Background: an optimization exercise with open tools, aiming at small area and a short achievable clock period. Do not read the settings as production practice.
Where RTL was checked, it was by simulation tests only, not by an equivalence proof against the original.

== v6 ==
// FIR_Filter_16tap
module FIR_Filter_16tap #(parameter N = 16)(
    input clk, reset, enable,
    input [N-1:0] data_in,
    output [31:0] data_out
);
  reg [15:0] x1;
  reg [15:0] xn2;
  reg [15:0] x3;
  reg [15:0] xn4;
  reg [15:0] x5;
  reg [15:0] xn6;
  reg [15:0] x7;
  reg [15:0] xn8;
  reg [15:0] x9;
  reg [15:0] xn10;
  reg [15:0] x11;
  reg [15:0] xn12;
  reg [15:0] x13;
  reg [15:0] xn14;
  reg [15:0] x15;
  reg [15:0] xn16;
  reg [20:0] Cc;
  reg [24:0] Cs;
  reg [24:0] y1;
  wire _h1_;
  wire _h3_;
  wire _h5_;
  wire _h7_;
  wire _h9_;
  wire _h11_;
  wire _h13_;
  wire _h15_;
  wire _h17_;
  wire _h19_;
  wire _h21_;
  wire _h23_;
  wire _h25_;
  wire _h27_;
  wire _h29_;
  wire _h31_;
  wire _h33_;
  wire _h35_;
  wire _h37_;
  wire _h39_;
  wire _h41_;
  wire _h43_;
  wire _h45_;
  wire _h47_;
  wire _h49_;
  wire _h51_;
  wire _h53_;
  wire _h55_;
  wire _h57_;
  wire _h59_;
  wire _h61_;
  wire _h63_;
  wire _h65_;
  wire _h67_;
  wire _h69_;
  wire _h71_;
  wire _h73_;
  wire _h75_;
  wire _h77_;
  wire _h79_;
  wire _h81_;
  wire _h83_;
  wire _h85_;
  wire _h87_;
  wire _h89_;
  wire _h91_;
  wire _h93_;
  wire _h95_;
  wire _h97_;
  wire _h99_;
  wire _h101_;
  wire _h103_;
  wire _h105_;
  wire _h107_;
  wire _h109_;
  wire _h111_;
  wire _h113_;
  wire _h115_;
  wire _h117_;
  wire _h119_;
  wire _h121_;
  wire _h123_;
  wire _h125_;
  wire _h127_;
  wire _h129_;
  wire _h131_;
  wire _h133_;
  wire _h135_;
  wire _h137_;
  wire _h139_;
  wire _h141_;
  wire _h143_;
  wire _h145_;
  wire _h147_;
  wire _h149_;
  wire _h151_;
  wire _h153_;
  wire _h155_;
  wire _h157_;
  wire _h159_;
  wire _h161_;
  wire _h163_;
  wire _h165_;
  wire _h167_;
  wire _h169_;
  wire _h171_;
  wire _h173_;
  wire _h175_;
  wire _h177_;
  wire _h179_;
  wire _h181_;
  wire _h183_;
  wire _h185_;
  wire _h187_;
  wire _h189_;
  wire _h191_;
  wire _h193_;
  wire _h195_;
  wire _h197_;
  wire _h199_;
  ...
clock: 16.0 ns
lec_check: 0
cap_margin: 20
core_margin: 2
core_utilization: 62
slew_margin: 20
standard.sh (not shown) runs the stock make flow with config.mk's settings and CLKGATE_MAP_FILE= SYNTH_SCRIPT=/design/flow/synth_recipe.tcl, a recipe that flattens the netlist after the stock synthesis.
==> flow/flow/run.sh <==
#!/bin/bash
# Layout flow: the standard flow with its synthesis netlist replaced by a
# hand-built gate netlist of the same design (flow/hand.py), then
#  - flow/fixpol.py removes inverters around full adders (a full adder is
#    self-dual); the logic function is unchanged;
#  - timing repair aims at a tighter setup margin than the 16 ns clock needs;
#  - ports are buffered with buf_2, and the clock tree uses clkbuf_4/8 with
#    larger sink clusters and no dummy loads.
# The standard synthesis still runs first; if its registers (names and cell
# types) differ from the hand netlist's, its own netlist is kept instead.
set -euo pipefail
MARGIN=${MARGIN:-11.3}
CTS="-sink_clustering_enable -repair_clock_nets -dont_use_dummy_load -buf_list {sky130_fd_sc_hd__clkbuf_8} -sink_clustering_size 15 -sink_clustering_max_diameter 60"
R=orfs/results/sky130hd/FIR_Filter_16tap/base
bash standard.sh synth > make_synth.log 2>&1
cp $R/1_2_yosys.v std_synth.v
python3 flow/hand.py --pol alt --csC --x1c --cpaA bk -o hand.v > hand.log 2>&1
regs() { grep -o 'dfxtp_1 [^ ]*' "$1" | sort; }
if [[ "$(regs std_synth.v)" == "$(regs hand.v)" ]] && [[ $(regs hand.v | wc -l) -gt 0 ]]; then
  echo "using hand netlist" >> hand.log
  cp hand.v $R/1_2_yosys.v
else
  echo "register mismatch: keeping the standard netlist" >> hand.log
fi
python3 flow/fixpol.py $R/1_2_yosys.v > fixpol.log 2>&1
touch $R/1_2_yosys.v
bash standard.sh finish SETUP_SLACK_MARGIN=$MARGIN "BUFFER_PORTS_ARGS=-buffer_cell sky130_fd_sc_hd__buf_2" "CTS_ARGS=$CTS" > make_finish.log 2>&1
Other scripts of this flow, unchanged in this note and not shown: flow/flow/fixpol.py, flow/flow/hand.py
The following lists how v7 was set up differently from v6:
- CORE_UTILIZATION changed from 62 to 70
diff --git a/flow/flow/run.sh b/flow/flow/run.sh
--- a/flow/flow/run.sh
+++ b/flow/flow/run.sh
@@ -26,2 +26,2 @@
 touch $R/1_2_yosys.v
-bash standard.sh finish SETUP_SLACK_MARGIN=$MARGIN "BUFFER_PORTS_ARGS=-buffer_cell sky130_fd_sc_hd__buf_2" "CTS_ARGS=$CTS" > make_finish.log 2>&1
+bash standard.sh finish SETUP_SLACK_MARGIN=$MARGIN "BUFFER_PORTS_ARGS=-buffer_cell sky130_fd_sc_hd__buf_4" "CTS_ARGS=$CTS" > make_finish.log 2>&1
Notes after the runs:
A capture point of the worst path of y1[19] is what v7 shows, while y1[22] belongs to v6.
Of the two values seen for cell with the biggest individual delay on the critical path, sky130_fd_sc_hd__xnor2_2 was produced by v7 and sky130_fd_sc_hd__maj3_1 by v6.
In v7 relative to v6, non-clock buffer count had gone down by a few percent.
Sort v7 and v6 by worst slack at placement, descending, and v7 comes first.


main:
Another version of the RTL of FIR_Filter_16tap (not shown whole).
Size: about 1400 cells after synthesis, ~51 I/O pins.
==> flow/config.mk <==
export PLATFORM = sky130hd
export DESIGN_NAME = FIR_Filter_16tap
export DESIGN_NICKNAME = FIR_Filter_16tap
export VERILOG_FILES = /design/flow/design.v
export SDC_FILE = /design/flow/constraint.sdc
export NUM_CORES = 4
export LEC_CHECK = 0
export CAP_MARGIN = 20
export CORE_MARGIN = 2
export CORE_UTILIZATION = 70
export SLEW_MARGIN = 20
==> flow/constraint.sdc <==
create_clock -name core_clock -period 16.0 [get_ports {clk}]
set_input_delay 3.2000 -clock core_clock [delete_from_list [all_inputs] [get_ports {clk}]]
set_output_delay 3.2000 -clock core_clock [all_outputs]
set_load 0.01 [all_outputs]
==> flow/flow/run.sh <==
#!/bin/bash
# Layout flow: the standard flow with its synthesis netlist replaced by a
# hand-built gate netlist of the same design (flow/hand.py), then
#  - flow/fixpol.py removes inverters around full adders (a full adder is
#    self-dual); the logic function is unchanged;
#  - timing repair aims at a tighter setup margin than the 16 ns clock needs;
#  - ports are buffered with buf_2, and the clock tree uses clkbuf_4/8 with
#    larger sink clusters and no dummy loads.
# The standard synthesis still runs first; if its registers (names and cell
# types) differ from the hand netlist's, its own netlist is kept instead.
set -euo pipefail
MARGIN=${MARGIN:-10.8}
CTS="-sink_clustering_enable -repair_clock_nets -dont_use_dummy_load -buf_list {sky130_fd_sc_hd__clkbuf_8} -sink_clustering_size 15 -sink_clustering_max_diameter 60"
R=orfs/results/sky130hd/FIR_Filter_16tap/base
bash standard.sh synth > make_synth.log 2>&1
cp $R/1_2_yosys.v std_synth.v
python3 flow/hand.py --pol alt --csC -o hand.v > hand.log 2>&1
regs() { grep -o 'dfxtp_1 [^ ]*' "$1" | sort; }
if [[ "$(regs std_synth.v)" == "$(regs hand.v)" ]] && [[ $(regs hand.v | wc -l) -gt 0 ]]; then
  echo "using hand netlist" >> hand.log
  cp hand.v $R/1_2_yosys.v
else
  echo "register mismatch: keeping the standard netlist" >> hand.log
fi
python3 flow/fixpol.py $R/1_2_yosys.v > fixpol.log 2>&1
touch $R/1_2_yosys.v
bash standard.sh finish SETUP_SLACK_MARGIN=$MARGIN "BUFFER_PORTS_ARGS=-buffer_cell sky130_fd_sc_hd__buf_2" "CTS_ARGS=$CTS" > make_finish.log 2>&1
Other scripts of this flow, unchanged in this note and not shown: flow/flow/fixpol.py, flow/flow/hand.py
main was carried through to the last stage, and its layout satisfied the timing, design-rule and antenna checks.
Setup changes, main to the feature branch
diff --git a/flow/flow/run.sh b/flow/flow/run.sh
--- a/flow/flow/run.sh
+++ b/flow/flow/run.sh
@@ -12 +12 @@
-MARGIN=${MARGIN:-10.8}
+MARGIN=${MARGIN:-11}
[summary]
Between the feature branch and main, it is the feature branch whose combined global-route utilization of all metal layers is higher, by 0.22 points.
Clock transition time at the flip-flop clock pins of the worst setup and hold paths delta (the feature branch -> main): insignificant
Delta(total number of vias, the feature branch - main) > 0
A timing endpoint of the critical path of y1[20] is what the feature branch shows, while x7[9] belongs to main.
Comparing biggest cell delay along the critical path for main and the feature branch, the bigger number came from main.
No run of this note included a check of the RTL's function; only the layout flow was run.

==> re-timing with driven ports <==
Ports are ideal in the flow. The routed layouts listed here were re-timed in OpenROAD. Step 1 (the two cells are an assumption about what drives the block):
set clk [get_ports {clk}]
set_driving_cell -lib_cell sky130_fd_sc_hd__clkbuf_16 $clk
set_driving_cell -lib_cell sky130_fd_sc_hd__buf_2 [delete_from_list [all_inputs] $clk]
Step 2 times the ports against the registers' clock, not the clock port: input delays grow and output delays shrink by t, the midpoint of the rising clock arrivals with the driver on. Slacks: ideal ports / drivers / drivers and shift; pairs: ideal ports / drivers.
run | t, ns | setup WS [ns] | worst setup path at the end | clock arrival spread, ns
v6 | 0.616 | 11.345 / 11.361 / 10.745 | input to register | 0.052 / 0.052
v7 | 0.606 | 11.319 / 11.342 / 10.736 | input to register | 0.038 / 0.038
main | 0.616 | 10.979 / 11.004 / 10.388 | input to register | 0.040 / 0.040
the feature branch | 0.607 | 11.115 / 11.122 / 10.515 | input to register | 0.080 / 0.079
After both steps setup and hold are still met in every run listed.
